This design comes from an exercise in tuning for small area, a short achievable clock period and few clock cycles per item on the open sky130 flow, not from production work.
Function was checked by simulation only, so behaviour that the tests miss may differ from the original.

## flow/design.v (module list and top-level ports; edited modules follow where they fit)
// module Convolution_without_pipeline: 1429 lines
// module fa3: 4 lines
// module xnor2m: 3 lines
// module xor2m: 3 lines
// module or2m: 3 lines
// module nor2m: 3 lines
// module nand2m: 3 lines
// module invm: 3 lines
// module a21oim: 3 lines
// module o21aim: 3 lines
module Convolution_without_pipeline(
    clk, rst_n, in_valid,
    In_IFM_1, In_IFM_2, In_IFM_3, In_IFM_4, In_IFM_5, In_IFM_6, In_IFM_7, In_IFM_8, In_IFM_9,
    In_Weight_1, In_Weight_2, In_Weight_3, In_Weight_4, In_Weight_5, In_Weight_6, In_Weight_7, In_Weight_8, In_Weight_9,
    out_valid, Out_OFM
    );
  // ...
==> flow/flow/run.sh <==
#!/bin/bash
# Own flow: the standard flow (standard.sh) with its synthesis unchanged.
# The layout steps only differ in two ways:
#  * the delay cells (clkdlybuf4s*, dlygate*, dlymetal*) are not used, so the
#    port buffers and the resizer use ordinary buffers instead;
#  * buffer_ports uses buf_2 for the port buffers.
set -euo pipefail
bash standard.sh synth > synth.log 2>&1
PLATFORM_DONT_USE="sky130_fd_sc_hd__probe_p_8 sky130_fd_sc_hd__probec_p_8 sky130_fd_sc_hd__lpflow_bleeder_1 sky130_fd_sc_hd__lpflow_clkbufkapwr_1 sky130_fd_sc_hd__lpflow_clkbufkapwr_16 sky130_fd_sc_hd__lpflow_clkbufkapwr_2 sky130_fd_sc_hd__lpflow_clkbufkapwr_4 sky130_fd_sc_hd__lpflow_clkbufkapwr_8 sky130_fd_sc_hd__lpflow_clkinvkapwr_1 sky130_fd_sc_hd__lpflow_clkinvkapwr_16 sky130_fd_sc_hd__lpflow_clkinvkapwr_2 sky130_fd_sc_hd__lpflow_clkinvkapwr_4 sky130_fd_sc_hd__lpflow_clkinvkapwr_8 sky130_fd_sc_hd__lpflow_decapkapwr_12 sky130_fd_sc_hd__lpflow_decapkapwr_3 sky130_fd_sc_hd__lpflow_decapkapwr_4 sky130_fd_sc_hd__lpflow_decapkapwr_6 sky130_fd_sc_hd__lpflow_decapkapwr_8 sky130_fd_sc_hd__lpflow_inputiso0n_1 sky130_fd_sc_hd__lpflow_inputiso0p_1 sky130_fd_sc_hd__lpflow_inputiso1n_1 sky130_fd_sc_hd__lpflow_inputiso1p_1 sky130_fd_sc_hd__lpflow_inputisolatch_1 sky130_fd_sc_hd__lpflow_isobufsrc_1 sky130_fd_sc_hd__lpflow_isobufsrc_16 sky130_fd_sc_hd__lpflow_isobufsrc_2 sky130_fd_sc_hd__lpflow_isobufsrc_4 sky130_fd_sc_hd__lpflow_isobufsrc_8 sky130_fd_sc_hd__lpflow_isobufsrckapwr_16 sky130_fd_sc_hd__lpflow_lsbuf_lh_hl_isowell_tap_1 sky130_fd_sc_hd__lpflow_lsbuf_lh_hl_isowell_tap_2 sky130_fd_sc_hd__lpflow_lsbuf_lh_hl_isowell_tap_4 sky130_fd_sc_hd__lpflow_lsbuf_lh_isowell_4 sky130_fd_sc_hd__lpflow_lsbuf_lh_isowell_tap_1 sky130_fd_sc_hd__lpflow_lsbuf_lh_isowell_tap_2 sky130_fd_sc_hd__lpflow_lsbuf_lh_isowell_tap_4"
DELAY_CELLS="sky130_fd_sc_hd__clkdlybuf4s15_1 sky130_fd_sc_hd__clkdlybuf4s15_2 sky130_fd_sc_hd__clkdlybuf4s18_1 sky130_fd_sc_hd__clkdlybuf4s18_2 sky130_fd_sc_hd__clkdlybuf4s25_1 sky130_fd_sc_hd__clkdlybuf4s25_2 sky130_fd_sc_hd__clkdlybuf4s50_1 sky130_fd_sc_hd__clkdlybuf4s50_2 sky130_fd_sc_hd__dlygate4sd1_1 sky130_fd_sc_hd__dlygate4sd2_1 sky130_fd_sc_hd__dlygate4sd3_1 sky130_fd_sc_hd__dlymetal6s2s_1 sky130_fd_sc_hd__dlymetal6s4s_1 sky130_fd_sc_hd__dlymetal6s6s_1"
bash standard.sh "DONT_USE_CELLS=$PLATFORM_DONT_USE $DELAY_CELLS" \
  "BUFFER_PORTS_ARGS=-buffer_cell sky130_fd_sc_hd__buf_2" finish > layout.log 2>&1
==> flow/standard.sh <==
#!/bin/bash
# synth_recipe.tcl (not shown) runs the flow's synth.tcl, then flattens the netlist and writes it again
# the make line also repeats each setting of config.mk as NAME=value (left out here)
make -C /OpenROAD-flow-scripts/flow DESIGN_CONFIG=/design/flow/config.mk WORK_HOME=/design/flow/orfs CLKGATE_MAP_FILE= SYNTH_SCRIPT=/design/flow/synth_recipe.tcl "${@:-finish}"
==> flow/config.mk <==
export PLATFORM = sky130hd
export DESIGN_NAME = Convolution_without_pipeline
export DESIGN_NICKNAME = Convolution_without_pipeline
export VERILOG_FILES = /design/flow/design.v
export SDC_FILE = /design/flow/constraint.sdc
export NUM_CORES = 4
export LEC_CHECK = 0
export CAP_MARGIN = 20
export CORE_MARGIN = 2
export CORE_UTILIZATION = 40
export GPL_ROUTABILITY_DRIVEN = 0
export SETUP_SLACK_MARGIN = 4.5
export SLEW_MARGIN = 20
export SYNTH_HIERARCHICAL = 1
export SYNTH_MINIMUM_KEEP_SIZE = 0
==> flow/constraint.sdc <==
create_clock -name core_clock -period 10.0 [get_ports {clk}]
set_input_delay 2.0000 -clock core_clock [delete_from_list [all_inputs] [get_ports {clk}]]
set_output_delay 2.0000 -clock core_clock [all_outputs]
set_load 0.01 [all_outputs]
==> summary.md, run 1 <==
| Metric | Value |
|---|---|
| Synth Warn # | 7 |
| Die area | 43,300 um^2 |
| Slew Limit Fails | 0 |
| Fin cells | 2,012 |
| Simple-Gate Fraction of Synth Area | 14.0% |
| Slew HR | 65.8% |
| Final setup viols | 0 |
| #MultiIn Comb | 1,209 |
| DR vias/cell | 5.37 |
| Inverters | 32 |
| Nets | 2,175 |
| Slowest CP cell | fa_1 |
| Post-CTS Setup Inserts | 4 |
| Area share of the largest cell type after synthesis | 66.0% |
| Syn Inst Count | 1,460 |
| Setup WS post-layout | 4520 ps |
| Synth Area in Adders | 66.0% |
| Gr usage total | 24.4% |
| Status | no timing/DRC/antenna violations |
| H-tree levels | 2 |
| # clk buffers | 5 |
| Top-count cell post-synth | nand2_1 |
| Met3 usage | 4.27% |
| Most used routing layer in global routing | met2 |
| Leading post-synthesis cells by cell area | fa_1, nand2_1, buf_6 |
| TritonRoute pass-1 iters | 6 |
| Most common cell after layout, fill and taps aside | nand2_1 |
| CORE AREA | 40,900 um^2 |
| Top Layer Used | met4 |
| Crit-path most repeated cell | fa_2 |
| Max-cap viol count | 0 |
| Worst path top cell family by delay | adder cells |
Testbench counts, summed over its fixed seeds: cycles 3,208, items 3,200.
==> run 2: changes to the inputs <==
--- a/flow/config.mk
+++ b/flow/config.mk
@@ -10,3 +10,2 @@
 export CORE_UTILIZATION = 40
-export GPL_ROUTABILITY_DRIVEN = 0
 export SETUP_SLACK_MARGIN = 4.5
==> summary.md, run 2 <==
| Metric | Value |
|---|---|
| Status | no timing/DRC/antenna violations |
| Seq cells post-synth | 54 |
| Final Util | 41.9% |
| Cell area after synthesis | 16,700 um^2 |
| Syn Inst Count | 1,460 (unchanged) |
| Top-count cell post-synth | nand2_1 |
| Unrepaired setup endpoints after global routing | true |
| Post-Place Cell Area | 16,400 um^2 |
| CTS root buf | clkbuf_16 |
| Reg clk slew, reported paths | 80 ps |
| Worst Path Required | 8000 ps |
| Die X | 208 um |
| Fin crit share | 54.7% |
| CTS hold repair buffers | 0 |
| Worst path top cell family by delay | adder cells |
| CTS tree | done |
| Most common cell after layout, fill and taps aside | nand2_1 |
| Largest area contributor in the netlist | fa_1 |
| Vias in the first global route | 12,200 |
| Area share of the largest cell type after synthesis | 66.0% (unchanged) |
| Minimum clock period | 5470 ps |
| Final HPWL DP | 46,900 um |
| Initial antenna violation count | 2 |
| Slew Limit Fails | 0 (unchanged) |
| Largest net degree at the start of global routing | 19 |
| Buf/Inv on CP | 2 |
| Critical path class | register to primary output |
| Top cells by count, synth | nand2_1, fa_1, buf_6 |
| Leading post-synthesis cells by cell area | fa_1, nand2_1, buf_6 |
| Clk sinks | 54 |
| Crit path DAT | 3470 ps |
| # port buffers | 167 |
| H-tree levels | 2 (unchanged) |
| Clock Tree Buf Depth | 2 |
| CP peak stage delay | 480 ps |
| Share of layout cells above drive strength 1 | 19.6% |
| DRC errors left | 0 |
| Synth unique cells | 14 |
| Synth Warn # | 7 (unchanged) |
| CP Max Fanout | 3 |
| Slowest CP cell | fa_1 |
| Drt wl/cell | 25.2 um |
| Mean area per synthesized cell | 11.4 um^2 |
| DR vias | 10,700 |
| Syn Nets | 2,156 |
| Slew HR | 66.1% (+0.33 points) |
| Final setup viols | 0 (unchanged) |
| Routability congestion estimate | 0.966 |
| Final WL | 50,700 um |
| Antenna Nets Post-Route | 0 |
| First-pass GRT wire length | 77,900 um |
| Iteration-0 DRC Markers | 938 |
| TritonRoute pass-1 iters | 6 (unchanged) |
| FP Rows | 74 |
| Initial Utilization | 40.7% |
| Crit path cell chain | fa_2, fa_1, fa_2, fa_2, xor2_4, nand2_4, nor2_4, nand2_2, o21ai_4, buf_2, xor2_1, buf_4 |
| CORE AREA | 40,900 um^2 (unchanged) |
| Post-synth EDFFs | 0 |
| FILL cells | 3,969 |
| Nets | 2,174 (-0.046%) |
| Asr flop ratio synth | 1.85% |
| Gr usage total | 24.6% (+0.23 points) |
| Grt ovf | 0 |
| Met1 usage | 34.3% |
| Fin Hold WS | 1450 ps |
| HP Class | primary input to asynchronous set/reset pin |
| Crit-path most repeated cell | fa_2 |
| CTS Buf Count | 5 |
| CP endpoint kind | primary output |
| Die area | 43,300 um^2 (unchanged) |
| Most used routing layer in global routing | met2 |
| Ys flop type | dfxtp_1 |
| Final instance area | 17,200 um^2 |
| Post-route setup TNS | 0 ps |
| GR Util met2 | 40.7% |
| Sequential-to-total area share from yosys stat | 6.52% |
| Met3 usage | 4.24% (-0.030 points) |
| Area grow syn2layout | 2.97% |
| DR vias/cell | 5.34 (-0.70%) |
| Ports | 169 |
| Commonest non-fill, non-tap cells in the layout | nand2_1, fa_1, clkbuf_4 |
| Achievable frequency | 0.183 GHz |
| Hold Fails Final Rpt | 0 |
| Worst Tran Pin Value | 507 ps |
| Max-cap viol count | 0 (unchanged) |
| Die height | 208 um |
| CP Launch Type | register |
==> run 2: cell counts after synthesis <==
No cell type changed its count.
==> run 2: cell type report <==
class	count	area, um^2	share of cell area, %
diodes	1	2.50	0.0146
clock buffers	5	125	0.730
clock inverters	3	25.0	0.146
inverters	32	120	0.700
multi-input cells	1209	14000	81.6
flip-flops and latches	54	1090	6.34
well taps	532	666	3.88
repair buffers	176	1130	6.61
==> run 2: modules after synthesis (local to each module, per instance) <==
module                        copies in the design  cells  flip-flops and latches  cell area, um^2
Convolution_without_pipeline                     1    796                      54             5050
fa3                                            549      1                       0             20.0
a21oim                                           9      1                       0             8.76
xnor2m                                          13      1                       0             8.76
xor2m                                           12      1                       0             8.76
o21aim                                          10      1                       0             5.00
invm                                            32      1                       0             3.75
nand2m                                          22      1                       0             3.75
nor2m                                           17      1                       0             3.75
==> run 2: repair_timing <==
item	CTS	global route
gates resized for setup	55	144
buffers inserted	7	2
pin swaps	12	23
endpoints found under the hold margin	0	0
endpoints found under the setup margin	19	25
==> run 2: layer usage <==
metal  share of wire [%]  up-vias
li1                    -     4240
met1                  39     5810
met2                  49      637
met3                 9.2       50
met4                 2.5        0
met5                   0        -
==> run 2: worst max path at each step <==
stage                  end  slack, ps  cells after the start            from
3_5_place_dp        r_s189       4070                      9  In_Weight_1[3]
3_3_place_gp        r_s189       4110                      9  In_Weight_1[2]
2_1_floorplan       r_s520       4490                     10     In_IFM_4[6]
6_report       Out_OFM[14]       4530                     12          r_c367
4_1_cts        Out_OFM[15]       4450                     12          r_c367
5_1_grt        Out_OFM[18]       4390                     14          r_c367
==> run 2: cell families (layout without fill, tap and decap cells) <==
kind of cell	after synthesis	in the layout	synth area share, %
AOI/OAI and AO/OA	19	19	0.774
xor gates and xnor gates	25	25	1.31
adders and majority gates	549	549	66.0
buffers and inverters	197	216	11.4
DFF	54	54	6.52
other	1	2	0.0225
and+or+nand+nor	615	615	14.0
==> run 2: per-stage QoR <==
step | setup slack, ps | std cells
3_5_place_dp | 4070 | 1994
6_report | 4530 | 2012
4_1_cts | 4450 | 2009
3_3_place_gp | 4110 | 1994
2_1_floorplan | 4490 | 1460
5_1_grt | 4390 | 2012
==> run 3: changes to the inputs <==
--- a/flow/config.mk
+++ b/flow/config.mk
@@ -10,3 +10,3 @@
 export CORE_UTILIZATION = 40
-export SETUP_SLACK_MARGIN = 4.5
+export SETUP_SLACK_MARGIN = 4.4
 export SLEW_MARGIN = 20
==> summary.md, run 3 <==
| Metric | Value |
|---|---|
| Status | no timing/DRC/antenna violations |
| Worst Path Required | 8000 ps (about the same) |
| Minimum clock period | 5540 ps (+64.8 ps) |
| FP Rows | 74 (unchanged) |
| Mean area per synthesized cell | 11.4 um^2 (unchanged) |
| Area share of the largest cell type after synthesis | 66.0% (unchanged) |
| Most common cell after layout, fill and taps aside | nand2_1 |
| Gr usage total | 23.9% (-0.69 points) |
| # port buffers | 167 (unchanged) |
| Ports | 169 (unchanged) |
| Fin Hold WS | 1450 ps (+6.87 ps) |
| Final Util | 41.3% (-0.63 points) |
| Antenna Nets Post-Route | 0 (unchanged) |
| Share of layout cells above drive strength 1 | 16.3% (-3.3 points) |
| Area grow syn2layout | 1.42% |
| CP Launch Type | register |
| Max-cap viol count | 0 (unchanged) |
| H-tree levels | 2 (unchanged) |
| Initial antenna violation count | 1 (-1) |
| Sequential-to-total area share from yosys stat | 6.52% (unchanged) |
| HP Class | primary input to asynchronous set/reset pin |
| Final setup viols | 0 (unchanged) |
| Leading post-synthesis cells by cell area | fa_1, nand2_1, buf_6 |
| Die X | 208 um (unchanged) |
| CP Max Fanout | 3 (unchanged) |
| CP peak stage delay | 470 ps (about the same) |
| Initial Utilization | 40.7% (unchanged) |
| CORE AREA | 40,900 um^2 (unchanged) |
| DR vias/cell | 5.30 (-0.72%) |
| Seq cells post-synth | 54 (unchanged) |
| Routability congestion estimate | 0.965 (about the same) |
| Slew HR | 64.7% (-1.4 points) |
| Die area | 43,300 um^2 (unchanged) |
| Synth unique cells | 14 (unchanged) |
| Slowest CP cell | fa_1 |
| Drt wl/cell | 25.0 um (-0.68%) |
| Iteration-0 DRC Markers | 1,040 (+11%) |
| Cell area after synthesis | 16,700 um^2 (unchanged) |
| Syn Nets | 2,156 (unchanged) |
| Final WL | 50,300 um (-0.73%) |
| Critical path class | register to primary output |
| Slew Limit Fails | 0 (unchanged) |
| TritonRoute pass-1 iters | 5 (-1) |
| Post-route setup TNS | 0 ps (unchanged) |
| Synth Warn # | 7 (unchanged) |
| CTS hold repair buffers | 0 (unchanged) |
| DR vias | 10,700 (-0.77%) |
| Grt ovf | 0 (unchanged) |
| Ys flop type | dfxtp_1 |
| Asr flop ratio synth | 1.85% (unchanged) |
| Crit path cell chain | fa_2, fa_1, fa_2, fa_2, xor2_2, nand2_4, nor2_4, nand2_1, o21ai_4, buf_8, buf_6, xnor2_2, buf_2 |
| Setup WS post-layout | 4460 ps (-64.8 ps) |
| DRC errors left | 0 (unchanged) |
| Clock Tree Buf Depth | 2 (unchanged) |
| Largest net degree at the start of global routing | 18 (-1) |
| DP Worst Slack | 4050 ps (-12.6 ps) |
| CTS root buf | clkbuf_16 |
| Vias in the first global route | 11,700 (-4.5%) |
| Worst Tran Pin Value | 528 ps (+21.4 ps) |
| Achievable frequency | 0.181 GHz (-1.2%) |
| Top-count cell post-synth | nand2_1 |
| Unrepaired setup endpoints after global routing | true |
| Crit path DAT | 3540 ps (+70 ps) |
| Largest area contributor in the netlist | fa_1 |
| ANT cells | 0 (-1) |
| Clk sinks | 54 (unchanged) |
| First-pass GRT wire length | 75,100 um (-3.6%) |
| Nets | 2,174 (unchanged) |
| Die height | 208 um (unchanged) |
| CTS Buf Count | 5 (unchanged) |
| Top cells by count, synth | nand2_1, fa_1, buf_6 |
| Reg clk slew, reported paths | 70 ps (about the same) |
| Syn Inst Count | 1,460 (unchanged) |
| Crit-path most repeated cell | fa_2 |
| Fin crit share | 55.4% (+0.65 points) |
| Commonest non-fill, non-tap cells in the layout | nand2_1, fa_1, buf_2 |
| Final HPWL DP | 46,600 um (-0.49%) |
| CP endpoint kind | primary output |
| Hold Fails Final Rpt | 0 (unchanged) |
| CTS tree | done |
| Post-synth EDFFs | 0 (unchanged) |
## run 3: cell counts after synthesis
Identical to the previous run, type by type.
## run 3: cells by family (layout without fill, tap and decap cells)
kind of cell	after synthesis	after routing	synth area share, %
buffers and inverters	197	216	11.4
adder cells (fa/ha/maj)	549	549	66.0
XOR/XNOR	25	25	1.31
other	1	1	0.0225
AND/OR/NAND/NOR	615	615	14.0
AO/OA/AOI/OAI	19	19	0.774
flip-flops	54	54	6.52
## run 3: worst paths after layout
check / to / from / cells after the start
min: out_valid / rst_n / 1
max in group asynchronous: out_valid / rst_n / 1
max: Out_OFM[16] / r_c367 / 13
min in group core_clock: out_valid / in_valid / 1
## run 3: cell type report
type                    instances  area [um^2]
fillers                      3986        24000
repair buffers                176          971
well taps                     532          666
flip-flops and latches         54         1090
clock buffers                   5          125
multi-input cells            1209        13900
inverters                      32          120
clock inverters                 3         43.8
## run 3: timing repair
item	CTS	global route
setup endpoints to repair	8	19
gates resized for setup	22	67
buffers inserted	2	7
pin swaps	3	12
## run 3: Yosys stat by module, one instance, submodules excluded, excerpt
module	flip-flops and latches	cell area, um^2
Convolution_without_pipeline	54	5050
a21oim	0	8.76
fa3	0	20.0
invm	0	3.75
nor2m	0	3.75
o21aim	0	5.00
xnor2m	0	8.76
xor2m	0	8.76
## run 3: stage by stage
step | cell area [um^2] | cells
finish | 16900 | 2011
global route | 16900 | 2011
CTS | 16700 | 2004
detailed placement | 16400 | 1994
global placement | 16400 | 1994
floorplan | 16700 | 1460
## run 3: worst max-delay path: cells and delay by family (launching register included)
kind                       cells  cell delay [ps]
adders and majority gates      4             1670
buffers and inverters          3              400
and+or+nand+nor                3              350
DFF                            1              330
xor gates and xnor gates       2              330
AOI/OAI and AO/OA              1              150
## run 3: layer usage
metal / vias up / GRT usage (%) / wire [um] / part of all wire, %
met5: - / 0 / 0 / 0
met1: 5720 / 34.0 / 19700 / 39
met4: 0 / 6.43 / 1700 / 3.4
li1: 4238 / - / - / -
met2: 628 / 38.3 / 24200 / 48
met3: 68 / 3.88 / 4660 / 9.3
==> run 4: changes to the inputs <==
--- a/flow/config.mk
+++ b/flow/config.mk
@@ -14 +14,2 @@
 export SYNTH_MINIMUM_KEEP_SIZE = 0
+export TNS_END_PERCENT = 0
==> summary.md, run 4 <==
| Metric | Value |
|---|---|
| Status | no timing/DRC/antenna violations |
| Post-synth EDFFs | 0 (unchanged) |
| CTS tree | done |
| Final WL | 50,100 um (-0.30%) |
| Asr flop ratio synth | 1.85% (unchanged) |
| Synth unique cells | 14 (unchanged) |
| CP Max Fanout | 3 (unchanged) |
| FP Rows | 74 (unchanged) |
| CP peak stage delay | 480 ps (about the same) |
| Crit path DAT | 3610 ps (+70 ps) |
| # port buffers | 167 (unchanged) |
| Seq cells post-synth | 54 (unchanged) |
| Placed instance count | 1,994 (unchanged) |
| Syn Nets | 2,156 (unchanged) |
| CORE AREA | 40,900 um^2 (unchanged) |
| Fin Hold WS | 1450 ps (+0.230 ps) |
| Fin crit share | 56.1% (+0.77 points) |
| Area grow syn2layout | 0.420% |
| CP endpoint kind | primary output |
| DR vias | 10,600 (-0.30%) |
| HP Class | primary input to asynchronous set/reset pin |
| Drt wl/cell | 25.0 um (about the same) |
| Crit path cell chain | fa_1, fa_1, fa_2, fa_2, xor2_2, nand2_2, o21ai_1, inv_1, o21ai_1, a21oi_2, o21ai_2, xnor2_1, buf_2 |
| Final HPWL DP | 46,600 um (unchanged) |
| Minimum clock period | 5610 ps (+77.4 ps) |
| DR vias/cell | 5.30 (about the same) |
| Clk sinks | 54 (unchanged) |
| CP Launch Type | register |
| Worst Path Required | 8000 ps (about the same) |
| Cell area after synthesis | 16,700 um^2 (unchanged) |
| Mean area per synthesized cell | 11.4 um^2 (unchanged) |
| Slew Limit Fails | 0 (unchanged) |
| Final Util | 40.9% (-0.41 points) |
| Gr usage total | 23.9% (about the same) |
| Reg clk slew, reported paths | 70 ps (about the same) |
| Ys flop type | dfxtp_1 |
| Unrepaired setup endpoints after global routing | true |
| Antenna Nets Post-Route | 0 (unchanged) |
| TritonRoute pass-1 iters | 7 (+2) |
| Top cells by count, synth | nand2_1, fa_1, buf_6 |
| Max-cap viol count | 0 (unchanged) |
| Post-route setup TNS | 0 ps (unchanged) |
| Sequential-to-total area share from yosys stat | 6.52% (unchanged) |
| Achievable frequency | 0.178 GHz (-1.4%) |
| Worst Tran Pin Value | 535 ps (+6.72 ps) |
| Synth Warn # | 7 (unchanged) |
| Die X | 208 um (unchanged) |
| Most common cell after layout, fill and taps aside | nand2_1 |
| Die height | 208 um (unchanged) |
| CTS root buf | clkbuf_16 |
| Final setup viols | 0 (unchanged) |
| Slowest CP cell | fa_1 |
| Grt ovf | 0 (unchanged) |
| Iteration-0 DRC Markers | 1,059 (+1.8%) |
| Commonest non-fill, non-tap cells in the layout | nand2_1, fa_1, buf_2 |
| Nets | 2,168 (-0.28%) |
| Initial Utilization | 40.7% (unchanged) |
| Initial antenna violation count | 1 (unchanged) |
| Ports | 169 (unchanged) |
| Top-count cell post-synth | nand2_1 |
| Share of layout cells above drive strength 1 | 14.4% (-1.9 points) |
| DRC errors left | 0 (unchanged) |
| Largest area contributor in the netlist | fa_1 |
| Slew HR | 64.2% (-0.45 points) |
| FILL cells | 4,013 (+0.68%) |
| Fin cells | 2,005 (-0.30%) |
| Syn Inst Count | 1,460 (unchanged) |
| H-tree levels | 2 (unchanged) |
| Die area | 43,300 um^2 (unchanged) |
| Critical path class | register to primary output |
| Clock Tree Buf Depth | 2 (unchanged) |
| Leading post-synthesis cells by cell area | fa_1, nand2_1, buf_6 |
| ANT cells | 0 (unchanged) |
| First-pass GRT wire length | 75,100 um (about the same) |
| Vias in the first global route | 11,700 (-0.15%) |
| Routability congestion estimate | 0.965 (unchanged) |
| Area share of the largest cell type after synthesis | 66.0% (unchanged) |
| Largest net degree at the start of global routing | 18 (unchanged) |
| Hold Fails Final Rpt | 0 (unchanged) |
| CTS Buf Count | 5 (unchanged) |
-- run 4: modules after synthesis, one instance, submodules excluded --
module	cell area [um^2]	flip-flops and latches
o21aim	5.00	0
xor2m	8.76	0
a21oim	8.76	0
xnor2m	8.76	0
invm	3.75	0
nor2m	3.75	0
fa3	20.0	0
nand2m	3.75	0
Convolution_without_pipeline	5050	54
-- run 4: how the worst max path moves through the flow --
stage / slack [ps] / cells past startpoint / to / from
after floorplan: 4400 / 10 / r_s520 / In_Weight_1[6]
after global placement: 4050 / 10 / r_s520 / In_Weight_1[6]
after detailed placement: 4050 / 10 / r_s520 / In_Weight_1[6]
after CTS: 4320 / 12 / Out_OFM[15] / r_c367
after global routing: 4260 / 12 / Out_OFM[15] / r_c367
final: 4390 / 13 / Out_OFM[18] / r_c367
-- run 4: worst max-delay path: cells and delay by family (launching register included) --
kind                       cells  cell delay, ps
AOI/OAI and AO/OA              4             590
xor gates and xnor gates       2             310
adders and majority gates      4            1740
buffers and inverters          2             230
DFF                            1             320
and+or+nand+nor                1             120
-- run 4: timing repair --
action | in CTS | in global routing
gates resized for setup | 13 | 26
hold endpoints to repair | 0 | 0
hold buffers | 0 | 0
setup buffers | 1 | 2
pin swaps | 3 | 5
endpoints found under the setup margin | 8 | 20
-- run 4: final cells by class --
cell class / instances / area, um^2 / area share, %
clock buffers: 5 / 125 / 0.748
clock inverters: 3 / 43.8 / 0.262
inverters: 32 / 120 / 0.718
multi-input cells: 1209 / 13800 / 82.5
flip-flops and latches: 54 / 1090 / 6.49
well taps: 532 / 666 / 3.98
repair buffers: 170 / 882 / 5.27
-- run 4: through the flow --
stage | instance area, um^2 | setup slack (ps)
after floorplan | 16700 | 4400
after global placement | 16400 | 4050
after detailed placement | 16400 | 4050
after CTS | 16600 | 4320
after global routing | 16700 | 4260
final | 16700 | 4390
-- run 4: metal layers --
| metal | track usage, % | vias to the layer above | share of wire, % |
|---|---|---|---|
| met1 | 34.0 | 5689 | 39 |
| met5 | 0 | - | 0 |
| li1 | - | 4223 | - |
| met3 | 3.88 | 66 | 9.9 |
| met2 | 38.2 | 644 | 48 |
| met4 | 6.43 | 0 | 3.6 |
-- run 4: cells by family after synthesis --
group	count (synthesis)	synth area share (%)
AO/OA/AOI/OAI	19	0.774
XOR/XNOR	25	1.31
adder cells (fa/ha/maj)	549	66.0
buffers and inverters	197	11.4
flip-flops	54	6.52
other	1	0.0225
AND/OR/NAND/NOR	615	14.0
==> run 5: changes to the inputs <==
--- a/flow/config.mk
+++ b/flow/config.mk
@@ -10,2 +10,3 @@
 export CORE_UTILIZATION = 40
+export GPL_ROUTABILITY_DRIVEN = 0
 export SETUP_SLACK_MARGIN = 4.4
@@ -14,2 +15 @@
 export SYNTH_MINIMUM_KEEP_SIZE = 0
-export TNS_END_PERCENT = 0
==> summary.md, run 5 <==
| Metric | Value |
|---|---|
| Status | no timing/DRC/antenna violations |
| First-pass GRT wire length | 75,200 um (+0.10%) |
| Ports | 169 (unchanged) |
| Commonest non-fill, non-tap cells in the layout | nand2_1, fa_1, buf_2 |
| CORE AREA | 40,900 um^2 (unchanged) |
| DR WL met3 | 4740 um (-4.6%) |
| Antenna Nets Post-Route | 0 (unchanged) |
| Die area | 43,300 um^2 (unchanged) |
| Seq cells post-synth | 54 (unchanged) |
| Largest net degree at the start of global routing | 18 (unchanged) |
| Syn Inst Count | 1,460 (unchanged) |
| Worst Tran Pin Value | 523 ps (-12.2 ps) |
| TritonRoute pass-1 iters | 5 (-2) |
| CP Launch Type | primary input |
| Drt wl/cell | 24.8 um (-0.86%) |
| Die X | 208 um (unchanged) |
| Cell area after synthesis | 16,700 um^2 (unchanged) |
| Post-route setup TNS | 0 ps (unchanged) |
| Worst Path Required | 10,170 ps (+2170 ps) |
| CTS tree | done |
| CTS root buf | clkbuf_16 |
| Reg clk slew, reported paths | 70 ps (about the same) |
| Fin cells | 2,010 (+0.25%) |
| Top Layer Used | met4 |
| Slowest CP cell | fa_1 |
| CP peak stage delay | 530 ps (+50 ps) |
| Slew HR | 65.0% (+0.82 points) |
| Max-cap viol count | 0 (unchanged) |
| Asr flop ratio synth | 1.85% (unchanged) |
| Sequential-to-total area share from yosys stat | 6.52% (unchanged) |
| Initial Utilization | 40.7% (unchanged) |
| Ys flop type | dfxtp_1 |
| H-tree levels | 2 (unchanged) |
| Leading post-synthesis cells by cell area | fa_1, nand2_1, buf_6 |
| Final setup viols | 0 (unchanged) |
| DRC errors left | 0 (unchanged) |
| CP endpoint kind | register |
| Clk sinks | 54 (unchanged) |
| DR vias | 10,700 (+0.65%) |
| Area share of the largest cell type after synthesis | 66.0% (unchanged) |
| Mean area per synthesized cell | 11.4 um^2 (unchanged) |
| CTS hold repair buffers | 0 (unchanged) |
| Synth unique cells | 14 (unchanged) |
| Nets | 2,173 (+0.23%) |
| Vias in the first global route | 11,800 (+1.0%) |
| Clock Tree Buf Depth | 2 (unchanged) |
| DR vias/cell | 5.32 (+0.40%) |
| Gr usage total | 23.9% (+0.024 points) |
| Fin crit share | 55.1% (-1.0 points) |
| Unrepaired setup endpoints after global routing | true |
| Initial antenna violation count | 0 (-1) |
| Top cells by count, synth | nand2_1, fa_1, buf_6 |
| Grt ovf | 0 (unchanged) |
| Crit-path most repeated cell | fa_1 |
| Synth Warn # | 7 (unchanged) |
| # port buffers | 167 (unchanged) |
| DR WL met2 | 24,300 um (+1.7%) |
| Placed instance count | 1,994 (unchanged) |
| Post-synth EDFFs | 0 (unchanged) |
| Top-count cell post-synth | nand2_1 |
| Die height | 208 um (unchanged) |
| CP Max Fanout | 8 (+5) |
| Final HPWL DP | 46,400 um (-0.41%) |
| Largest area contributor in the netlist | fa_1 |
| Syn Nets | 2,156 (unchanged) |
| Share of layout cells above drive strength 1 | 15.9% (+1.5 points) |
| Crit path cell chain | buf_2, nand2_1, fa_1, fa_1, fa_1, fa_1, fa_1, fa_1, fa_1 |
| Final WL | 49,800 um (-0.61%) |
| Met1 WL | 19,400 um (-0.19%) |
| FP Rows | 74 (unchanged) |
| Iteration-0 DRC Markers | 947 (-11%) |
| Critical path class | primary input to register |
| HP Class | primary input to asynchronous set/reset pin |
| Slew Limit Fails | 0 (unchanged) |
| Crit path DAT | 5680 ps (+2070 ps) |
| Hold Fails Final Rpt | 0 (unchanged) |
| Achievable frequency | 0.181 GHz (+1.8%) |
| ANT cells | 0 (unchanged) |
| Minimum clock period | 5510 ps (-99.8 ps) |
| Area grow syn2layout | 1.21% |
| CTS Buf Count | 5 (unchanged) |
| Most common cell after layout, fill and taps aside | nand2_1 |
run 5: repair_timing:
item | 4_1_cts | 5_1_grt
setup endpoints to repair | 8 | 20
setup buffers | 2 | 6
pin swaps | 2 | 11
gates resized for setup | 16 | 79
run 5: cell families (layout without fill, tap and decap cells):
family                     count (synthesis)  after routing  share of synthesized area [%]
DFF                                       54             54                           6.52
buffers and inverters                    197            215                           11.4
adders and majority gates                549            549                           66.0
AOI/OAI and AO/OA                         19             19                          0.774
and+or+nand+nor                          615            615                           14.0
xor gates and xnor gates                  25             25                           1.31
other                                      1              1                         0.0225
run 5: final timing paths:
kind,end,cells after the start,startpoint
worst min-delay path,out_valid,1,rst_n
worst max-delay path,r_s494,9,In_IFM_6[2]
max in group asynchronous,out_valid,1,rst_n
min in group core_clock,out_valid,1,in_valid
run 5: worst max-delay path, delay by kind of cell:
kind	cells	cell delay, ps
adder cells (fa/ha/maj)	7	3340
AND/OR/NAND/NOR	1	120
buffers and inverters	1	220
run 5: final cells by class:
cell class	count	area (um^2)
fillers	3998	24100
repair buffers	175	987
clock inverters	3	18.8
inverters	32	120
multi-input cells	1209	13900
well taps	532	666
flip-flops and latches	54	1090
clock buffers	5	125
run 5: metrics by stage:
step / hold slack, ps / utilization, % / worst slack, ps / area [um^2]
2_1_floorplan: 1700 / - / 4400 / 16700
6_report: 1450 / 41.2 / 4490 / 16900
3_5_place_dp: 1780 / 40.0 / 4070 / 16400
5_1_grt: 1430 / 41.2 / 4360 / 16900
3_3_place_gp: 1770 / 40.0 / 4050 / 16400
4_1_cts: 1440 / 40.6 / 4360 / 16600
run 5: per-module statistics from Yosys, one instance, submodules excluded:
| module | cells | flops+latches | copies in the design |
|---|---|---|---|
| Convolution_without_pipeline | 796 | 54 | 1 |
| a21oim | 1 | 0 | 9 |
| fa3 | 1 | 0 | 549 |
| invm | 1 | 0 | 32 |
| nand2m | 1 | 0 | 22 |
| nor2m | 1 | 0 | 17 |
| o21aim | 1 | 0 | 10 |
| xnor2m | 1 | 0 | 13 |
| xor2m | 1 | 0 | 12 |
run 5: layer usage:
| metal | vias to the layer above | GRT usage, % |
|---|---|---|
| met3 | 48 | 4.45 |
| met2 | 654 | 38.7 |
| met5 | - | 0 |
| met1 | 5752 | 33.6 |
| met4 | 0 | 5.62 |
| li1 | 4237 | - |
==> run 6: changes to the inputs <==
--- a/flow/config.mk
+++ b/flow/config.mk
@@ -11,3 +11,3 @@
 export GPL_ROUTABILITY_DRIVEN = 0
-export SETUP_SLACK_MARGIN = 4.4
+export SETUP_SLACK_MARGIN = 4.3
 export SLEW_MARGIN = 20
==> summary.md, run 6 <==
| Metric | Value |
|---|---|
| Status | no timing/DRC/antenna violations |
| Gr usage total | 23.9% (about the same) |
| First-pass GRT wire length | 75,200 um (about the same) |
| H-tree levels | 2 (unchanged) |
| Vias in the first global route | 11,800 (unchanged) |
| Unrepaired setup endpoints after global routing | true |
| Iteration-0 DRC Markers | 978 (+3.3%) |
| DR vias/cell | 5.30 (-0.29%) |
| Crit-path most repeated cell | fa_2 |
| Final setup viols | 0 (unchanged) |
| Antenna Nets Post-Route | 0 (unchanged) |
| Setup WS post-layout | 4380 ps (-101 ps) |
| Buf/Inv on CP | 1 (unchanged) |
| Hold Fails Final Rpt | 0 (unchanged) |
| Worst Tran Pin Value | 535 ps (+12.8 ps) |
| Slowest CP cell | fa_1 |
| CTS tree | done |
| Mean area per synthesized cell | 11.4 um^2 (unchanged) |
| FILL cells | 3,996 (-0.050%) |
| Drt wl/cell | 24.9 um (+0.34%) |
| Worst Path Required | 8000 ps (-2170 ps) |
| Largest area contributor in the netlist | fa_1 |
| Die X | 208 um (unchanged) |
| Synth unique cells | 14 (unchanged) |
| Clock Tree Buf Depth | 2 (unchanged) |
| Largest net degree at the start of global routing | 18 (unchanged) |
| Register area | 1090 um^2 (-0.11%) |
| Clk sinks | 54 (unchanged) |
| Ys flop type | dfxtp_1 |
| DRC errors left | 0 (unchanged) |
| Initial Utilization | 40.7% (unchanged) |
| Final WL | 49,900 um (+0.19%) |
| Initial antenna violation count | 0 (unchanged) |
| DP Worst Slack | 4070 ps (unchanged) |
| Slew Limit Fails | 0 (unchanged) |
| FP Rows | 74 (unchanged) |
| Seq cells post-synth | 54 (unchanged) |
| DR vias | 10,600 (-0.44%) |
| Asr flop ratio synth | 1.85% (unchanged) |
| Leading post-synthesis cells by cell area | fa_1, nand2_1, buf_6 |
| Area grow syn2layout | 0.578% |
| Crit path DAT | 3620 ps (-2060 ps) |
| Slew HR | 64.2% (-0.86 points) |
| Die area | 43,300 um^2 (unchanged) |
| Share of layout cells above drive strength 1 | 14.6% (-1.3 points) |
| CORE AREA | 40,900 um^2 (unchanged) |
| HP Class | primary input to asynchronous set/reset pin |
| Ports | 169 (unchanged) |
| Critical path class | register to primary output |
| Cell area after synthesis | 16,700 um^2 (unchanged) |
| Post-route setup TNS | 0 ps (unchanged) |
| Top cells by count, synth | nand2_1, fa_1, buf_6 |
| CTS Buf Count | 5 (unchanged) |
| Die height | 208 um (unchanged) |
| Synth Warn # | 7 (unchanged) |
| # port buffers | 167 (unchanged) |
| Sequential-to-total area share from yosys stat | 6.52% (unchanged) |
| Achievable frequency | 0.178 GHz (-1.8%) |
| Syn Inst Count | 1,460 (unchanged) |
| CTS hold repair buffers | 0 (unchanged) |
| Fin crit share | 56.2% (+1.0 points) |
| Commonest non-fill, non-tap cells in the layout | nand2_1, fa_1, buf_2 |
| Max-cap viol count | 0 (unchanged) |
| Most common cell after layout, fill and taps aside | nand2_1 |
| CTS root buf | clkbuf_16 |
| Nets | 2,170 (-0.14%) |
| CP Max Fanout | 3 (-5) |
| Grt ovf | 0 (unchanged) |
| CP Launch Type | register |
| Worst path top cell family by delay | adder cells |
| CP peak stage delay | 520 ps (about the same) |
| Top-count cell post-synth | nand2_1 |
| TritonRoute pass-1 iters | 5 (unchanged) |
| Post-synth EDFFs | 0 (unchanged) |
| ANT cells | 0 (unchanged) |
| CP endpoint kind | primary output |
| Worst path depth | 12 (+3) |
| Multi-input logic area | 13,800 um^2 (-0.18%) |
| Syn Nets | 2,156 (unchanged) |
| Area share of the largest cell type after synthesis | 66.0% (unchanged) |
| Minimum clock period | 5620 ps (+101 ps) |
| Reg clk slew, reported paths | 70 ps (about the same) |
| Final HPWL DP | 46,400 um (unchanged) |
| Crit path cell chain | fa_2, fa_1, fa_2, fa_2, xor2_4, nand2_4, nor2_4, nand2_1, o21ai_4, a21oi_2, xnor2_2, buf_2 |
## run 6: metal layers
metal	up-vias	global-route usage, %	share of wire (%)	wire length, um
met5	-	0	0	0
met1	5724	33.6	39	19600
li1	4232	-	-	-
met2	638	38.7	49	24300
met4	0	5.62	2.7	1370
met3	50	4.45	9.3	4660
## run 6: layout make-up
| class | count | area share [%] |
|---|---|---|
| clock buffers | 5 | 0.747 |
| clock inverters | 3 | 0.112 |
| inverters | 32 | 0.717 |
| multi-input cells | 1209 | 82.5 |
| flip-flops and latches | 54 | 6.48 |
| well taps | 532 | 3.97 |
| repair buffers | 172 | 5.42 |
## run 6: per-stage QoR
step,hold slack [ps],instance area [um^2],std cells,utilization [%]
floorplan,1700,16700,1460,-
global placement,1770,16400,1994,40.0
detailed placement,1780,16400,1994,40.0
CTS,1440,16600,2003,40.5
global route,1430,16800,2007,40.9
finish,1450,16800,2007,40.9
## run 6: modules after synthesis, one instance, submodules excluded
module / cell area [um^2] / flops+latches / times used
Convolution_without_pipeline: 5050 / 54 / 1
fa3: 20.0 / 0 / 549
a21oim: 8.76 / 0 / 9
xnor2m: 8.76 / 0 / 13
xor2m: 8.76 / 0 / 12
o21aim: 5.00 / 0 / 10
invm: 3.75 / 0 / 32
nand2m: 3.75 / 0 / 22
nor2m: 3.75 / 0 / 17
## run 6: repair_timing
action / 4_1_cts / 5_1_grt
cloned: 0 / 0
pin swaps: 1 / 10
resized for setup: 11 / 36
setup endpoints to repair: 7 / 9
buffers inserted: 1 / 4
## run 6: worst paths after layout
check | startpoint | end | slack (ps)
max in group asynchronous | rst_n | out_valid | 8470
min | rst_n | out_valid | 1450
max | r_s417 | Out_OFM[15] | 4380
min in group core_clock | in_valid | out_valid | 1790
## run 6: cells by family after synthesis
kind of cell	share of synthesized area (%)
xor gates and xnor gates	1.31
other	0.0225
adders and majority gates	66.0
buffers and inverters	11.4
DFF	6.52
and+or+nand+nor	14.0
AOI/OAI and AO/OA	0.774
==> run 7: changes to the inputs <==
--- a/flow/flow/run.sh
+++ b/flow/flow/run.sh
@@ -5,3 +5,4 @@
 #    port buffers and the resizer use ordinary buffers instead;
-#  * buffer_ports uses buf_2 for the port buffers.
+#  * buffer_ports uses buf_2 for the port buffers;
+#  * the resizer may swap a cell for one of another footprint.
 set -euo pipefail
@@ -11,2 +12,2 @@
 bash standard.sh "DONT_USE_CELLS=$PLATFORM_DONT_USE $DELAY_CELLS" \
-  "BUFFER_PORTS_ARGS=-buffer_cell sky130_fd_sc_hd__buf_2" finish > layout.log 2>&1
+  "BUFFER_PORTS_ARGS=-buffer_cell sky130_fd_sc_hd__buf_2" MATCH_CELL_FOOTPRINT=0 finish > layout.log 2>&1
--- a/flow/config.mk
+++ b/flow/config.mk
@@ -10,4 +10,3 @@
 export CORE_UTILIZATION = 40
-export GPL_ROUTABILITY_DRIVEN = 0
-export SETUP_SLACK_MARGIN = 4.3
+export SETUP_SLACK_MARGIN = 4.4
 export SLEW_MARGIN = 20
==> summary.md, run 7 <==
| Metric | Value |
|---|---|
| Hold Fails Final Rpt | 0 (unchanged) |
| Buf/Inv on CP | 3 (+2) |
| Final HPWL DP | 46,600 um (+0.41%) |
| CP endpoint kind | primary output |
| Crit-path most repeated cell | fa_2 |
| Post-synth EDFFs | 0 (unchanged) |
| Clk sinks | 54 (unchanged) |
| Ports | 169 (unchanged) |
| Largest net degree at the start of global routing | 18 (unchanged) |
| Crit path DAT | 3540 ps (-80 ps) |
| Final Util | 41.3% (+0.34 points) |
| CP Max Fanout | 3 (unchanged) |
| Syn Nets | 2,156 (unchanged) |
| DR vias/cell | 5.30 (about the same) |
| Most common cell after layout, fill and taps aside | nand2_1 |
| Initial antenna violation count | 1 (+1) |
| Max-cap viol count | 0 (unchanged) |
| Worst Tran Pin Value | 535 ps (-0.810 ps) |
| Reg clk slew, reported paths | 70 ps (about the same) |
| Critical path class | register to primary output |
| CP peak stage delay | 470 ps (-50 ps) |
| Worst path top cell family by delay | adder cells |
| Iteration-0 DRC Markers | 1,043 (+6.6%) |
| Crit path cell chain | fa_2, fa_1, fa_2, fa_2, xor2_2, nand2_4, nor2_4, nand2_1, o21ai_4, buf_8, buf_6, xnor2_2, buf_2 |
| Minimum clock period | 5540 ps (-79.8 ps) |
| Area grow syn2layout | 1.42% |
| Clock Tree Buf Depth | 2 (unchanged) |
| ANT cells | 0 (unchanged) |
| Asr flop ratio synth | 1.85% (unchanged) |
| Final setup viols | 0 (unchanged) |
| CTS hold repair buffers | 0 (unchanged) |
| Worst Path Required | 8000 ps (about the same) |
| Initial Utilization | 40.7% (unchanged) |
| Status | no timing/DRC/antenna violations |
| DR vias | 10,700 (+0.18%) |
| Final WL | 50,300 um (+0.68%) |
| CTS root buf | clkbuf_16 |
| Sequential-to-total area share from yosys stat | 6.52% (unchanged) |
| Synth Warn # | 7 (unchanged) |
| Drt wl/cell | 25.0 um (+0.48%) |
| TritonRoute pass-1 iters | 5 (unchanged) |
| FP Rows | 74 (unchanged) |
| Grt ovf | 0 (unchanged) |
| CTS tree | done |
| First-pass GRT wire length | 75,100 um (about the same) |
| Unrepaired setup endpoints after global routing | true |
| Routability congestion estimate | 0.965 |
| Die X | 208 um (unchanged) |
| Slowest CP cell | fa_1 |
| Achievable frequency | 0.181 GHz (+1.4%) |
| Area share of the largest cell type after synthesis | 66.0% (unchanged) |
| H-tree levels | 2 (unchanged) |
| HP Class | primary input to asynchronous set/reset pin |
| Synth unique cells | 14 (unchanged) |
| Vias in the first global route | 11,700 (-0.87%) |
| Mean area per synthesized cell | 11.4 um^2 (unchanged) |
| Post-route setup TNS | 0 ps (unchanged) |
| Share of layout cells above drive strength 1 | 16.3% (+1.7 points) |
| Largest area contributor in the netlist | fa_1 |
| Ys flop type | dfxtp_1 |
| Slew HR | 64.2% (about the same) |
| CP Launch Type | register |
| Fin crit share | 55.4% (-0.80 points) |
| Setup WS post-layout | 4460 ps (+79.8 ps) |
| Antenna Nets Post-Route | 0 (unchanged) |
| Commonest non-fill, non-tap cells in the layout | nand2_1, fa_1, buf_2 |
| CORE AREA | 40,900 um^2 (unchanged) |
| Seq cells post-synth | 54 (unchanged) |
| Die height | 208 um (unchanged) |
| Fin Hold WS | 1450 ps (+2.45 ps) |
| DP Worst Slack | 4050 ps (-12.7 ps) |
| CTS Buf Count | 5 (unchanged) |
| Syn Inst Count | 1,460 (unchanged) |
| Top cells by count, synth | nand2_1, fa_1, buf_6 |
| Slew Limit Fails | 0 (unchanged) |
| Leading post-synthesis cells by cell area | fa_1, nand2_1, buf_6 |
| DRC errors left | 0 (unchanged) |
| Cell area after synthesis | 16,700 um^2 (unchanged) |
| Top-count cell post-synth | nand2_1 |
| # port buffers | 167 (unchanged) |
| Nets | 2,174 (+0.18%) |
| Die area | 43,300 um^2 (unchanged) |
| Gr usage total | 23.9% (about the same) |
run 7: cell counts after synthesis:
No cell type changed its count.
run 7: logic make-up after synthesis:
group | count (synthesis) | share of synthesized area [%]
compound gates | 19 | 0.774
other cells | 1 | 0.0225
fa+ha+maj | 549 | 66.0
flops | 54 | 6.52
buf+inv | 197 | 11.4
simple gates | 615 | 14.0
xor+xnor | 25 | 1.31
run 7: what timing repair did:
item,in CTS,in global routing
setup buffers,2,7
gates resized for setup,22,68
pin swaps,3,12
setup endpoints to repair,8,19
gates cloned,0,0
run 7: modules after synthesis, one instance, submodules excluded, a selection:
| module | cell area (um^2) | times used |
|---|---|---|
| Convolution_without_pipeline | 5050 | 1 |
| a21oim | 8.76 | 9 |
| fa3 | 20.0 | 549 |
| invm | 3.75 | 32 |
| nor2m | 3.75 | 17 |
| o21aim | 5.00 | 10 |
| xnor2m | 8.76 | 13 |
run 7: metrics by stage:
stage	instances	area [um^2]
2_1_floorplan	1460	16700
3_3_place_gp	1994	16400
3_5_place_dp	1994	16400
4_1_cts	2004	16700
5_1_grt	2011	16900
6_report	2011	16900
run 7: path summary, 6_finish.rpt:
| check | start | endpoint | slack (ps) | cells past startpoint |
|---|---|---|---|---|
| worst max-delay path | r_c367 | Out_OFM[16] | 4460 | 13 |
| worst min-delay path | rst_n | out_valid | 1450 | 1 |
| max in group asynchronous | rst_n | out_valid | 8460 | 1 |
| min in group core_clock | in_valid | out_valid | 1800 | 1 |
run 7: area by class of cell:
cell class              instances  area, um^2
fillers                      3986       24000
multi-input cells            1209       13900
flip-flops and latches         54        1090
repair buffers                176         971
well taps                     532         666
clock buffers                   5         125
inverters                      32         120
clock inverters                 3        43.8
run 7: per-layer routing:
layer  vias to the layer above  track usage (%)  part of all wire [%]  routed length, um
met5                         -                0                     0                  0
li1                       4237                -                     -                  -
met4                         0             6.43                   3.4               1730
met2                       649             38.2                    48              24100
met1                      5713             34.0                    39              19600
met3                        64             3.89                   9.6               4820
==> run 8: changes to the inputs <==
--- a/flow/flow/run.sh
+++ b/flow/flow/run.sh
@@ -5,4 +5,3 @@
 #    port buffers and the resizer use ordinary buffers instead;
-#  * buffer_ports uses buf_2 for the port buffers;
-#  * the resizer may swap a cell for one of another footprint.
+#  * buffer_ports uses buf_1 for the port buffers (the resizer upsizes those that need it).
 set -euo pipefail
@@ -12,2 +11,2 @@
 bash standard.sh "DONT_USE_CELLS=$PLATFORM_DONT_USE $DELAY_CELLS" \
-  "BUFFER_PORTS_ARGS=-buffer_cell sky130_fd_sc_hd__buf_2" MATCH_CELL_FOOTPRINT=0 finish > layout.log 2>&1
+  "BUFFER_PORTS_ARGS=-buffer_cell sky130_fd_sc_hd__buf_1" finish > layout.log 2>&1
==> summary.md, run 8 <==
| Metric | Value |
|---|---|
| Status | no timing/DRC/antenna violations |
| FP Rows | 74 (unchanged) |
| Worst Path Required | 10,190 ps (+2190 ps) |
| Share of layout cells above drive strength 1 | 15.3% (-0.95 points) |
| Minimum clock period | 5510 ps (-22.4 ps) |
| CORE AREA | 40,900 um^2 (unchanged) |
| Initial Utilization | 40.7% (unchanged) |
| Largest net degree at the start of global routing | 20 (+2) |
| Drt wl/cell | 25.2 um (+0.64%) |
| Largest area contributor in the netlist | fa_1 |
| Final setup viols | 0 (unchanged) |
| Reg clk slew, reported paths | 80 ps (about the same) |
| CP Max Fanout | 8 (+5) |
| Worst Tran Pin Value | 525 ps (-10.1 ps) |
| Slew Limit Fails | 0 (unchanged) |
| DRC errors left | 0 (unchanged) |
| Final HPWL DP | 47,100 um (+1.0%) |
| Ports | 169 (unchanged) |
| CTS root buf | clkbuf_16 |
| HP Class | primary input to asynchronous set/reset pin |
| Gr usage total | 24.3% (+0.37 points) |
| # port buffers | 167 (unchanged) |
| Seq cells post-synth | 54 (unchanged) |
| Max-cap viol count | 0 (unchanged) |
| Final Util | 41.5% (+0.27 points) |
| CTS hold repair buffers | 0 (unchanged) |
| First-pass GRT wire length | 76,300 um (+1.5%) |
| Sequential-to-total area share from yosys stat | 6.52% (unchanged) |
| Achievable frequency | 0.181 GHz (+0.41%) |
| Ys flop type | dfxtp_1 |
| Iteration-0 DRC Markers | 876 (-16%) |
| H-tree levels | 2 (unchanged) |
| Syn Nets | 2,156 (unchanged) |
| DR vias/cell | 5.29 (-0.32%) |
| Vias in the first global route | 11,800 (+1.3%) |
| Clk sinks | 54 (unchanged) |
| Cell area after synthesis | 16,700 um^2 (unchanged) |
| Area grow syn2layout | 2.07% |
| Area share of the largest cell type after synthesis | 66.0% (unchanged) |
| Synth unique cells | 14 (unchanged) |
| Asr flop ratio synth | 1.85% (unchanged) |
| TritonRoute pass-1 iters | 5 (unchanged) |
| Hold Fails Final Rpt | 0 (unchanged) |
| Fin crit share | 55.1% (-0.22 points) |
| Most common cell after layout, fill and taps aside | nand2_1 |
| Grt ovf | 0 (unchanged) |
| Top-count cell post-synth | nand2_1 |
| Post-synth EDFFs | 0 (unchanged) |
| Die height | 208 um (unchanged) |
| DR vias | 10,600 (-0.32%) |
| Commonest non-fill, non-tap cells in the layout | nand2_1, fa_1, buf_2 |
| Antenna Nets Post-Route | 0 (unchanged) |
| Post-route setup TNS | 0 ps (unchanged) |
| Synth Warn # | 7 (unchanged) |
| Syn Inst Count | 1,460 (unchanged) |
| Unrepaired setup endpoints after global routing | true |
| Routability congestion estimate | 0.970 (+0.51%) |
| Die area | 43,300 um^2 (unchanged) |
| Leading post-synthesis cells by cell area | fa_1, nand2_1, buf_6 |
| CTS tree | done |
| Critical path class | primary input to register |
| Clock Tree Buf Depth | 2 (unchanged) |
| Nets | 2,174 (unchanged) |
| Final WL | 50,600 um (+0.64%) |
| Initial antenna violation count | 1 (unchanged) |
| Die X | 208 um (unchanged) |
| Top cells by count, synth | nand2_1, fa_1, buf_6 |
| ANT cells | 0 (unchanged) |
| CTS Buf Count | 5 (unchanged) |
| CP endpoint kind | register |
| CP Launch Type | primary input |
| Mean area per synthesized cell | 11.4 um^2 (unchanged) |
| Crit path DAT | 5700 ps (+2160 ps) |
| Slew HR | 64.9% (+0.67 points) |
run 8: per-module statistics from Yosys, one instance, submodules excluded:
module                        times used  flops+latches
nand2m                                22              0
o21aim                                10              0
Convolution_without_pipeline           1             54
a21oim                                 9              0
fa3                                  549              0
xnor2m                                13              0
xor2m                                 12              0
invm                                  32              0
nor2m                                 17              0
run 8: worst max-delay path: stages:
cell and delay [ps]:
buf_2 220, nand2_1 120, fa_1 470, fa_1 480, fa_1 480, fa_1 570
fa_1 470, fa_1 440, fa_1 440
run 8: stage by stage:
stage | cells | instance area [um^2] | hold slack [ps] | setup WS [ps]
global placement | 1994 | 16200 | 1760 | 3800
detailed placement | 1994 | 16200 | 1760 | 3740
floorplan | 1460 | 16700 | 1700 | 4400
global route | 2011 | 17000 | 1420 | 4390
finish | 2011 | 17000 | 1430 | 4490
CTS | 2003 | 16600 | 1430 | 4350
run 8: how the worst max path moves through the flow:
stage              startpoint          end  slack [ps]  depth (start not counted)
6_report       In_Weight_2[2]       r_s189        4490                          9
5_1_grt                r_c367  Out_OFM[15]        4390                         13
4_1_cts                r_s135  Out_OFM[15]        4350                         14
3_5_place_dp   In_Weight_1[3]       r_s520        3740                         10
3_3_place_gp   In_Weight_1[3]       r_s520        3800                         10
2_1_floorplan  In_Weight_1[6]       r_s520        4400                         10
run 8: layout make-up:
type	count	area, um^2
clock buffer	5	125
clock inverter	3	28.8
fill	3938	23900
inverter	32	120
multi-input combinational	1209	13900
sequential	54	1090
tap	532	666
timing repair buffer	176	1030
run 8: timing repair:
item	CTS	global route
gates resized for setup	168	108
setup endpoints to repair	31	19
pin swaps	3	12
setup buffers	1	8
cloned	0	0
run 8: cell families after synthesis:
| family | count (synthesis) | synth area share, % |
|---|---|---|
| AOI/OAI and AO/OA | 19 | 0.774 |
| xor gates and xnor gates | 25 | 1.31 |
| adders and majority gates | 549 | 66.0 |
| buffers and inverters | 197 | 11.4 |
| DFF | 54 | 6.52 |
| other | 1 | 0.0225 |
| and+or+nand+nor | 615 | 14.0 |
run 8: layer usage:
metal	routed length (um)	GRT usage (%)	vias to the layer above
met5	7	0	-
met1	19900	34.4	5668
li1	-	-	4238
met2	24000	39.0	643
met4	1940	6.73	2
met3	4660	3.85	78

==> port drivers added, routing unchanged <==
The flow's constraints put no driver on any port. The routed layouts listed below were extracted and timed again, unchanged, in two steps.
Step 1 sets driving cells, clkbuf_16 on the clock port and buf_2 on the other inputs (assumed; they add their load-dependent delay and slew).
Step 2, shift: input delay + t, output delay - t, t = (earliest + latest rising clock arrival at the registers) / 2. This alone moves slack from input paths to output paths.
a / b / c = ideal ports / drivers / drivers and shift; a / b = the first two.
| run | shift t [ns] | setup WS [ns] | clock arrival spread, ns | slew at the worst register clock pin (ns) | worst data-port slew with drivers (ns) |
|---|---|---|---|---|---|
| run 1 | 0.350 | 4.520 / 4.476 / 4.211 | 0.007 / 0.007 | 0.07 / 0.07 | 0.07 |
| run 2 | 0.351 | 4.528 / 4.478 / 4.227 | 0.013 / 0.013 | 0.08 / 0.08 | 0.07 |
| run 3 | 0.345 | 4.463 / 4.416 / 4.129 | 0.008 / 0.007 | 0.07 / 0.07 | 0.06 |
| run 4 | 0.345 | 4.386 / 4.339 / 4.051 | 0.006 / 0.006 | 0.07 / 0.07 | 0.06 |
| run 5 | 0.348 | 4.486 / 4.494 / 4.156 | 0.012 / 0.012 | 0.07 / 0.07 | 0.06 |
| run 6 | 0.348 | 4.384 / 4.335 / 4.096 | 0.011 / 0.012 | 0.07 / 0.07 | 0.06 |
| run 7 | 0.345 | 4.464 / 4.416 / 4.131 | 0.008 / 0.007 | 0.07 / 0.07 | 0.06 |
| run 8 | 0.347 | 4.486 / 4.452 / 4.137 | 0.011 / 0.011 | 0.08 / 0.08 | 0.06 |
After both steps setup and hold are still met in every run listed. For run 8, which loses most, drivers alone change the setup slack by -0.034 ns; drivers and shift together by -0.349 ns.
